This is an optimization exercise on Yosys and OpenROAD, whose aim is small area, not a production implementation.
Function was checked by simulation only, so behaviour that the tests miss may differ from the original.

==> run a <==
==> flow/design.v <==
`timescale  1ns/1ps
module Regfile #(
   parameter  XLEN = 32
)(
   input              clk       ,
   input              resetz    ,
   input       [4:0]  rs1_addr  ,
   input       [4:0]  rs2_addr  ,
   input       [4:0]  rd_addr   ,
   input  [XLEN-1:0]  rd_wdata  ,
   output [XLEN-1:0]  rs1_data_o,
   output [XLEN-1:0]  rs2_data_o
);
reg              phase;
reg  [31:1]      valid;
wire [XLEN-1:0]  wdata_x = rd_wdata ^ {XLEN{phase}};
wire [31:1] we;
wire [31:1] we_n;
wire [31:1] sel1;
wire [31:1] sel2;
genvar k, b;
generate
   for (k = 1; k < 32; k = k + 1) begin : g_dec
      assign we[k]   = (rd_addr == k);
      assign we_n[k] = ~we[k];
      assign sel1[k] = (rs1_addr == k) & valid[k];
      assign sel2[k] = (rs2_addr == k) & valid[k];
   end
endgenerate
always @(posedge clk or negedge resetz) begin
   if (~resetz) begin
      phase <= 1'b0;
      valid <= 31'd0;
   end else begin
      phase <= ~phase;
      valid <= valid | we;
   end
end
wire [XLEN-1:0] q [1:31];
generate
   for (k = 1; k < 32; k = k + 1) begin : g_reg
      reg  [XLEN-1:0] r;
      wire [XLEN-1:0] d;
      for (b = 0; b < XLEN; b = b + 1) begin : g_bit
         rf_o22ai u_hold (
            .a1(we_n[k]), .a2(wdata_x[b]), .b1(we[k]), .b2(r[b]), .y(d[b])
         );
      end
      always @(posedge clk) r <= d;
      assign q[k] = r;
   end
endgenerate
wire ph1 = phase & (|sel1);
wire ph2 = phase & (|sel2);
generate
   for (b = 0; b < XLEN; b = b + 1) begin : g_rd
      wire [31:1] col;
      for (k = 1; k < 32; k = k + 1) begin : g_col
         assign col[k] = q[k][b];
      end
      rf_rdbit u_rd1 (.sel(sel1), .d(col), .ph(ph1), .y(rs1_data_o[b]));
      rf_rdbit u_rd2 (.sel(sel2), .d(col), .ph(ph2), .y(rs2_data_o[b]));
   end
endgenerate
endmodule
module rf_rdbit (
   input  [31:1] sel,
   input  [31:1] d,
   input         ph,
   output        y
);
wire [9:0] n;    
wire       t31n;
wire [2:0] m;    
wire       z;
genvar i;
generate
   for (i = 0; i < 10; i = i + 1) begin : g_l1
      rf_a222oi u (
         .a1(sel[3*i+1]), .a2(d[3*i+1]),
         .b1(sel[3*i+2]), .b2(d[3*i+2]),
         .c1(sel[3*i+3]), .c2(d[3*i+3]),
         .y(n[i])
      );
   end
endgenerate
rf_nand2 u_t31 (.a(sel[31]), .b(d[31]), .y(t31n));
rf_nand4 u_m0 (.a(n[0]), .b(n[1]), .c(n[2]), .d(n[3]), .y(m[0]));
rf_nand4 u_m1 (.a(n[4]), .b(n[5]), .c(n[6]), .d(n[7]), .y(m[1]));
rf_nand3 u_m2 (.a(n[8]), .b(n[9]), .c(t31n), .y(m[2]));
rf_or3   u_z  (.a(m[0]), .b(m[1]), .c(m[2]), .y(z));
rf_xor2  u_y  (.a(z), .b(ph), .y(y));
endmodule
module rf_o22ai (input a1, input a2, input b1, input b2, output y);
assign y = ~((a1 | a2) & (b1 | b2));
endmodule
module rf_a222oi (input a1, input a2, input b1, input b2, input c1, input c2,
                  output y);
assign y = ~((a1 & a2) | (b1 & b2) | (c1 & c2));
endmodule
module rf_nand2 (input a, input b, output y);
assign y = ~(a & b);
endmodule
module rf_nand3 (input a, input b, input c, output y);
assign y = ~(a & b & c);
endmodule
module rf_nand4 (input a, input b, input c, input d, output y);
assign y = ~(a & b & c & d);
endmodule
module rf_or3 (input a, input b, input c, output y);
assign y = a | b | c;
endmodule
module rf_xor2 (input a, input b, output y);
assign y = a ^ b;
endmodule
==> flow/flow/run.sh <==
#!/bin/bash
# The standard flow (bash standard.sh), with two changes to how the layout is
# made:
# - the port buffers are buf_1 cells rather than the delay cells ORFS picks
#   (the resizer still upsizes them where timing needs it);
# - CTS builds its tree from clkbuf_8 with clusters of at most 16 sinks
#   and 60 um, and inserts no dummy loads.
# The full output of make goes to flow_make.log in this folder; ORFS keeps
# each step's own log under orfs/logs.
set -euo pipefail
bash standard.sh \
  BUFFER_PORTS_ARGS="-buffer_cell sky130_fd_sc_hd__buf_1" \
  CTS_ARGS="-sink_clustering_enable -repair_clock_nets -dont_use_dummy_load -buf_list sky130_fd_sc_hd__clkbuf_8 -sink_clustering_size 16 -sink_clustering_max_diameter 60" \
  finish > flow_make.log 2>&1
==> flow/standard.sh <==
#!/bin/bash
# synth_recipe.tcl (not shown) runs the flow's synth.tcl, then flattens the netlist and writes it again
# the make line also repeats each setting of config.mk as NAME=value (left out here)
make -C /OpenROAD-flow-scripts/flow DESIGN_CONFIG=/design/flow/config.mk WORK_HOME=/design/flow/orfs CLKGATE_MAP_FILE= SYNTH_SCRIPT=/design/flow/synth_recipe.tcl "${@:-finish}"
==> flow/config.mk <==
export PLATFORM = sky130hd
export DESIGN_NAME = Regfile
export DESIGN_NICKNAME = Regfile
export VERILOG_FILES = /design/flow/design.v
export SDC_FILE = /design/flow/constraint.sdc
export NUM_CORES = 4
export LEC_CHECK = 0
export CAP_MARGIN = 20
export CORE_MARGIN = 2
export CORE_UTILIZATION = 55
export PLACE_DENSITY = 0.68
export SETUP_SLACK_MARGIN = 0.05
export SLEW_MARGIN = 20
export SYNTH_HIERARCHICAL = 1
==> flow/constraint.sdc <==
create_clock -name core_clock -period 6.0 [get_ports {clk}]
set_input_delay 1.2000 -clock core_clock [delete_from_list [all_inputs] [get_ports {clk}]]
set_output_delay 1.2000 -clock core_clock [all_outputs]
set_load 0.01 [all_outputs]
==> inputs of run b, as changes to run a <==
==> flow/flow/run.sh (replaced) <==
#!/bin/bash
# The standard flow (bash standard.sh), with two changes to how the layout is
# made:
# - the port buffers are buf_1 cells rather than the delay cells ORFS picks
#   (the resizer still upsizes them where timing needs it);
# - CTS builds its tree from clkbuf_8 with clusters of at most 14 sinks
#   and 60 um, and inserts no dummy loads.
# The full output of make goes to flow_make.log in this folder; ORFS keeps
# each step's own log under orfs/logs.
set -euo pipefail
bash standard.sh \
  BUFFER_PORTS_ARGS="-buffer_cell sky130_fd_sc_hd__buf_1" \
  CTS_ARGS="-sink_clustering_enable -repair_clock_nets -dont_use_dummy_load -buf_list sky130_fd_sc_hd__clkbuf_8 -sink_clustering_size 14 -sink_clustering_max_diameter 60" \
  finish > flow_make.log 2>&1
CAP_MARGIN = 5   (was 20)
SLEW_MARGIN = 5   (was 20)
==> inputs of run c, as changes to run a <==
--- a/flow/design.v
+++ b/flow/design.v
@@ -89,6 +89,6 @@
 rf_nand4 u_m1 (.a(n[4]), .b(n[5]), .c(n[6]), .d(n[7]), .y(m[1]));
 rf_nand3 u_m2 (.a(n[8]), .b(n[9]), .c(t31n), .y(m[2]));
-rf_or3   u_z  (.a(m[0]), .b(m[1]), .c(m[2]), .y(z));
-rf_xor2  u_y  (.a(z), .b(ph), .y(y));
+rf_nor3  u_z  (.a(m[0]), .b(m[1]), .c(m[2]), .y(z));
+rf_xnor2 u_y  (.a(z), .b(ph), .y(y));
 endmodule
 module rf_o22ai (input a1, input a2, input b1, input b2, output y);
@@ -108,8 +108,8 @@
 assign y = ~(a & b & c & d);
 endmodule
-module rf_or3 (input a, input b, input c, output y);
-assign y = a | b | c;
+module rf_nor3 (input a, input b, input c, output y);
+assign y = ~(a | b | c);
 endmodule
-module rf_xor2 (input a, input b, output y);
-assign y = a ^ b;
+module rf_xnor2 (input a, input b, output y);
+assign y = ~(a ^ b);
 endmodule
==> flow/run.sh (new file) <==
#!/bin/bash
# synth_recipe.tcl (not shown) runs the flow's synth.tcl, then flattens the netlist and writes it again
# the make line also repeats each setting of config.mk as NAME=value (left out here)
make -C /OpenROAD-flow-scripts/flow DESIGN_CONFIG=/design/flow/config.mk WORK_HOME=/design/flow/orfs CLKGATE_MAP_FILE= SYNTH_SCRIPT=/design/flow/synth_recipe.tcl finish
CORE_UTILIZATION = 40   (was 55)
PLACE_DENSITY = not set   (was 0.68)
SETUP_SLACK_MARGIN = 0.2   (was 0.05)
removed: flow/flow/run.sh
removed: flow/standard.sh
==> out/results.tsv <==
stage	metric	value	unit
worst_setup_path	worst path buffer plus inverter count	2	
sta	Max Slew Vio Count	22	
floorplan	Die H	265	um
layout	fraction of area in registers	49.1	%
run_status	status	finished with violations	
run	max_cap viols	1	
run_status	Fail Reasons	max-capacitance violations, max-slew violations	
layout	multi-input gates	2269	
layout	multi-input combinational area share	40.3	%
the above is filed under run b

==> out/results.tsv <==
stage	metric	value	unit
run_status	status	timing/DRC/antenna clean	
worst_setup_path	worst path buffer plus inverter count	3	
sta	Max Slew Vio Count	0	
routing	Via density	8.98	
floorplan	Die H	265	um
layout	multi-input gates	2269	
layout	multi-input combinational area share	40.4	%
worst_setup_path	cell mode on critical path	buf_1	
layout	fraction of area in registers	49.2	%
min_path	Worst Hold Depth	1	
run	max_cap viols	0	
routing	DRT Wirelength	188000	um
the above is filed under run a

==> out/results.tsv <==
stage	metric	value	unit
layout	multi-input gates	2272	
synth	largest family of logic cells by synthesized area	compound AO/OA/AOI/OAI gates	
sta	Max Slew Vio Count	0	
layout	multi-input combinational area share	37.1	%
run_status	status	timing/DRC/antenna clean	
worst_setup_path	worst path buffer plus inverter count	4	
synth	cell count after synthesis	3346	
run	max_cap viols	0	
floorplan	Die H	311	um
layout	Inverters excl. clock	33	
layout	fraction of area in registers	43.2	%
routing	total vias in the final route	40500	
the above is filed under run c

## static timing again, ports no longer ideal
The flow's constraints put no driver on any port. The routed layouts listed below were extracted and timed again, unchanged, in two steps. Step 1, drivers: a clkbuf_16 drives clk and a buf_2 each remaining input, both assumed. Step 2 times the ports against the registers' clock, not the clock port: input delays grow and output delays shrink by t, the midpoint of the rising clock arrivals with the driver on. Three values: no drivers, after step 1, after step 2; two values: the first two.
| run | t, ns | setup slack, ns | hold slack, ns | worst setup path after step 2 |
|---|---|---|---|---|
| run a | 0.791 | 0.171 / 0.062 / 0.062 | 0.477 / 0.477 / 0.477 | input to output |
| run b | 0.803 | 0.191 / 0.059 / 0.059 | 0.476 / 0.476 / 0.476 | input to output |
| run c | 0.770 | 0.197 / 0.174 / 0.174 | 0.474 / 0.474 / 0.474 | input to output |
For run b, which loses most, drivers alone change the setup slack by -0.132 ns; drivers and shift together by -0.132 ns.
